Context: an optimization exercise on an open-source flow, tuned for small area. The choices shown serve that exercise and are no tape-out recipe. Only simulation tests tie the RTL to the original design; equivalence was not proved. The clock input has no modelled driver; a real chip could not lean on it and would need a root buffer or a full tree.

== run 5 ==
==> module counter, before the edit <==
module counter(
        input reset,
        input pause,
        input lap,
        input lap1,
        input lap2,
        input lap3,
        input clk_50M,
        output [6:0] seven_seg,
        output [3:0] an,
        output led0,
        output led1,
        output led2,
        output led3,
        output led4,
        output led5,
        output led6,
        output led7,
        output dp
    );
    reg [5:0] m;         
    reg       started;   
    wire [5:0] ph = ~m;
    always @(posedge clk_50M or posedge reset)
        if (reset) begin
            m       <= 6'b000000;    
            started <= 1'b0;
        end else begin
            m       <= ~inc6(ph);
            started <= 1'b1;
        end
    function [5:0] inc6(input [5:0] x);
        inc6 = x ^ {&x[4:0], &x[3:0], &x[2:0], &x[1:0], x[0], 1'b1};
    endfunction
    wire tick = (ph == 6'd30);
    wire [1:0] pos = started ? ph[3:2] : 2'b00;
    wire lap_event;
    debounce DB(.lap(lap), .clk(clk_50M), .ce(tick), .reset(reset), .event_o(lap_event));
    reg [3:0] cen, dec, s0;
    reg [2:0] sf, mf;
    wire e0 = tick & ~pause;
    wire e1 = e0 & cen[3] & cen[0];
    wire e2 = e1 & dec[3] & dec[0];
    wire e3 = e2 & s0[3] & s0[0];
    wire is8 = sf[2] & sf[1];
    wire [2:0] sf_inc = {sf[2] | (sf[1] & sf[0]), sf[1] ^ sf[0], ~sf[0]};    
    wire [2:0] mf_inc = {mf[2] ^ (mf[1] & mf[0]), mf[1] ^ mf[0], ~mf[0]};    
    always @(posedge clk_50M or posedge reset)
        if (reset) begin
            cen <= 4'd0; dec <= 4'd0; s0 <= 4'd0; sf <= 3'd0; mf <= 3'd0;
        end else begin
            cen <= bcd_next(cen, e0);
            dec <= bcd_next(dec, e1);
            s0  <= bcd_next(s0,  e2);
            if (e3) begin
                if (is8) begin
                    if (mf[2] & mf[0]) begin           
                        sf <= 3'd0; mf <= 3'd0;
                    end else
                        mf <= mf_inc;
                end else if (sf[2] & sf[0]) begin      
                    if (&mf) begin                     
                        sf <= 3'd6; mf <= 3'd0;
                    end else begin
                        sf <= 3'd0; mf <= mf_inc;
                    end
                end else
                    sf <= sf_inc;
            end
        end
    function [3:0] bcd_next(input [3:0] d, input en);
        bcd_next = {d[3] ^ (en & d[0] & (d[3] | (d[2] & d[1]))),
                    d[2] ^ (en & d[1] & d[0]),
                    d[1] ^ (en & d[0] & ~d[3]),
                    d[0] ^ en};
    endfunction
    reg [1:0] lap_count;
    wire take = tick & lap_event;
    always @(posedge clk_50M or posedge reset)
        if (reset)
            lap_count <= 2'd0;
        else if (take && lap_count != 2'd3)
            lap_count <= {lap_count[1] ^ lap_count[0], ~lap_count[0]};
    wire [17:0] now = {mf, sf, s0, dec, cen};
    reg  [17:0] mem1, mem2, mem3;
    always @(posedge clk_50M) begin
        if (take && lap_count == 2'd0) mem1 <= now;
        if (take && lap_count == 2'd1) mem2 <= now;
        if (take && lap_count == 2'd2) mem3 <= now;
    end
    wire v1 = lap1 & (lap_count != 2'd0);
    wire v2 = ~lap1 & lap2 & lap_count[1];
    wire v3 = ~lap1 & ~lap2 & lap3 & (lap_count == 2'd3);
    wire vt = ~lap1 & ~lap2 & ~lap3;
    wire [17:0] src = ({18{v1}} & mem1) | ({18{v2}} & mem2) |
                      ({18{v3}} & mem3) | ({18{vt}} & now);
    wire [2:0] src_sf = src[14:12];
    wire [2:0] src_mf = src[17:15];
    wire src8 = src_sf[2] & src_sf[1];
    reg [3:0] digit;
    always @(*)
        case (pos)
            2'd0: digit = src[3:0];
            2'd1: digit = src[7:4];
            2'd2: digit = src[11:8];
            default: digit = {1'b0, src8 ? src_mf : src_sf};
        endcase
    decoder_2to4 D24(.in(pos), .out(an));
    hex7seg H1(.x(digit), .a_to_g(seven_seg));
    assign dp = ~(pos == 2'd2);
    assign led0 = src8 | (|src_mf);
    assign led1 = src8 | src_mf[2] | src_mf[1];
    assign led2 = src8 | src_mf[2] | (src_mf[1] & src_mf[0]);
    assign led3 = src8 | src_mf[2];
    assign led4 = src8 | (src_mf[2] & (src_mf[1] | src_mf[0]));
    assign led5 = src8 | (src_mf[2] & src_mf[1]);
    assign led6 = src8 | (&src_mf);
    assign led7 = src8;
endmodule
Settings: LEC_CHECK=0, ABC_AREA=1, CAP_MARGIN=20, CORE_MARGIN=2, CORE_UTILIZATION=40, SLEW_MARGIN=20; clock period 10.0 ns.
standard.sh (not shown) runs the stock make flow with config.mk's settings and CLKGATE_MAP_FILE= SYNTH_SCRIPT=/design/flow/synth_recipe.tcl, a recipe that flattens the netlist after the stock synthesis.
==> flow/flow/run.sh <==
#!/bin/bash
# Layout flow: the standard ORFS flow (standard.sh), with
#  - an area-only ABC mapping script for synthesis and no half-adder
#    extraction (registers are untouched by both),
#  - the smallest buffer for the port buffers,
#  - a small two-level clock tree (flow/cts.tcl: ORFS's cts.tcl with
#    clock_tree_synthesis replaced by a root buffer and 5 leaf buffers,
#    each driving one cluster of registers).
# Each tool's output goes to a log file of its own in the work folder.
set -euo pipefail
cd "$(dirname "$0")/.."
WORK=$PWD
S=$WORK/scripts_custom

# ORFS scripts folder identical to the original except for two files
mkdir -p "$S"
for f in "$FLOW_HOME"/scripts/*; do
    ln -sf "$f" "$S/"
done
rm -f "$S/abc_area.script" "$S/cts.tcl"
cp "$WORK/flow/abc_area.script" "$S/abc_area.script"
cp "$WORK/flow/cts.tcl" "$S/cts.tcl"

bash standard.sh synth SCRIPTS_DIR="$S" ABC_AREA=1 ADDER_MAP_FILE= \
    > "$WORK/synth.log" 2>&1
bash standard.sh finish SCRIPTS_DIR="$S" \
    BUFFER_PORTS_ARGS="-buffer_cell sky130_fd_sc_hd__buf_1" \
    MANUAL_CTS_LEAVES=5 \
    MANUAL_CTS_LEAF=sky130_fd_sc_hd__clkbuf_8 \
    MANUAL_CTS_ROOT=sky130_fd_sc_hd__clkbuf_4 \
    > "$WORK/layout.log" 2>&1
Other scripts of this flow, unchanged in this note and not shown: flow/flow/abc_area.script, flow/flow/cts.tcl
Inputs modified between run 5 and run 4:
-- flow/design.v --
<<< run 5, line 85
    wire e2 = e1 & dec[3] & dec[0];
    wire e3 = e2 & s0[3] & s0[0];
    wire is8 = sf[2] & sf[1];
    wire [2:0] sf_inc = {sf[2] | (sf[1] & sf[0]), sf[1] ^ sf[0], ~sf[0]};    
    wire [2:0] mf_inc = {mf[2] ^ (mf[1] & mf[0]), mf[1] ^ mf[0], ~mf[0]};    
    always @(posedge clk_50M or posedge reset)
        if (reset) begin
>>> run 4, line 85
    wire e2 = e1 & dec[3] & dec[0];
    wire e3 = e2 & s0[3] & s0[0];
    wire [2:0] sf_t = {(sf[1] & sf[0]) | (sf[2] & sf[0] & ~(&mf)) | (sf[2] & sf[1] & mf[2] & mf[0]),
                       (~sf[2] & sf[0]) | (sf[2] & sf[1] & mf[2] & mf[0]) | (sf[0] & (&mf)),
                       ~(sf[2] & sf[1])};
    wire [2:0] mf_t = {(sf[2] & sf[1] & mf[2] & mf[0]) | (sf[2] & sf[1] & mf[1] & mf[0]) | (sf[2] & sf[0] & mf[1] & mf[0]),
                       (sf[2] & sf[0] & mf[0]) | (sf[2] & sf[1] & ~mf[2] & mf[0]),
                       sf[2] & (sf[1] | sf[0])};
    always @(posedge clk_50M or posedge reset)
        if (reset) begin
<<< run 5, line 95
            dec <= bcd_next(dec, e1);
            s0  <= bcd_next(s0,  e2);
            if (e3) begin
                if (is8) begin
                    if (mf[2] & mf[0]) begin           
                        sf <= 3'd0; mf <= 3'd0;
                    end else
                        mf <= mf_inc;
                end else if (sf[2] & sf[0]) begin      
                    if (&mf) begin                     
                        sf <= 3'd6; mf <= 3'd0;
                    end else begin
                        sf <= 3'd0; mf <= mf_inc;
                    end
                end else
                    sf <= sf_inc;
            end
        end
    function [3:0] bcd_next(input [3:0] d, input en);
>>> run 4, line 98
            dec <= bcd_next(dec, e1);
            s0  <= bcd_next(s0,  e2);
            sf  <= sf ^ ({3{e3}} & sf_t);
            mf  <= mf ^ ({3{e3}} & mf_t);
        end
    function [3:0] bcd_next(input [3:0] d, input en);
Findings:
Run 4 went all the way through the flow, and no timing, DRC or antenna check failed. Run 5 has higher mapped cell area than run 4. Between run 4 and run 5, worst setup slack is higher for run 4, run 5 comes in under that. In the metrics for run 4 and run 5, the one carrying the higher area fraction in compound gates after synthesis is run 5. Remaining max-slew budget at the tightest pin: run 4 worse than run 5. Changes observed in run 4 relative to run 5: overall fraction of global-route tracks in use increased by 0.45 points relative to the old numbers, period utilization went down by 1.7 points, count of cell instances traversed by the critical path lost 2. Summary of run 4 over run 5: routed length on met1 shrank by 210 um, growth of design area from synthesis to finish has remained practically unchanged.
No run of this note takes its clock network from TritonCTS; it comes from the design's own scripts or RTL.

[what the ideal ports hide]
How much do the figures lean on ideal ports? The routed layouts below were timed once more, with nothing changed but the port constraints. Step 1 (the two cells are an assumption about what drives the block):
set clk [get_ports {clk_50M}]
set_driving_cell -lib_cell sky130_fd_sc_hd__clkbuf_16 $clk
set_driving_cell -lib_cell sky130_fd_sc_hd__buf_2 [delete_from_list [all_inputs] $clk]
Step 2 moves the port delays by t, midway between the first and last clock arrival at a register: inputs arrive t later, outputs are due t later. That takes back most of the time a late clock gives input paths. Slacks: no drivers / after step 1 / after step 2; pairs: no drivers / after step 1.
run | t, ns | setup WS [ns] | worst setup path after step 2
run 5 | 0.410 | 3.065 / 3.044 / 3.044 | input to output
run 4 | 0.420 | 3.230 / 3.208 / 3.208 | input to output
After both steps setup and hold are still met in every run listed. The setup slack of run 4, which loses most, moves by -0.022 ns with the drivers and by -0.022 ns with both steps.
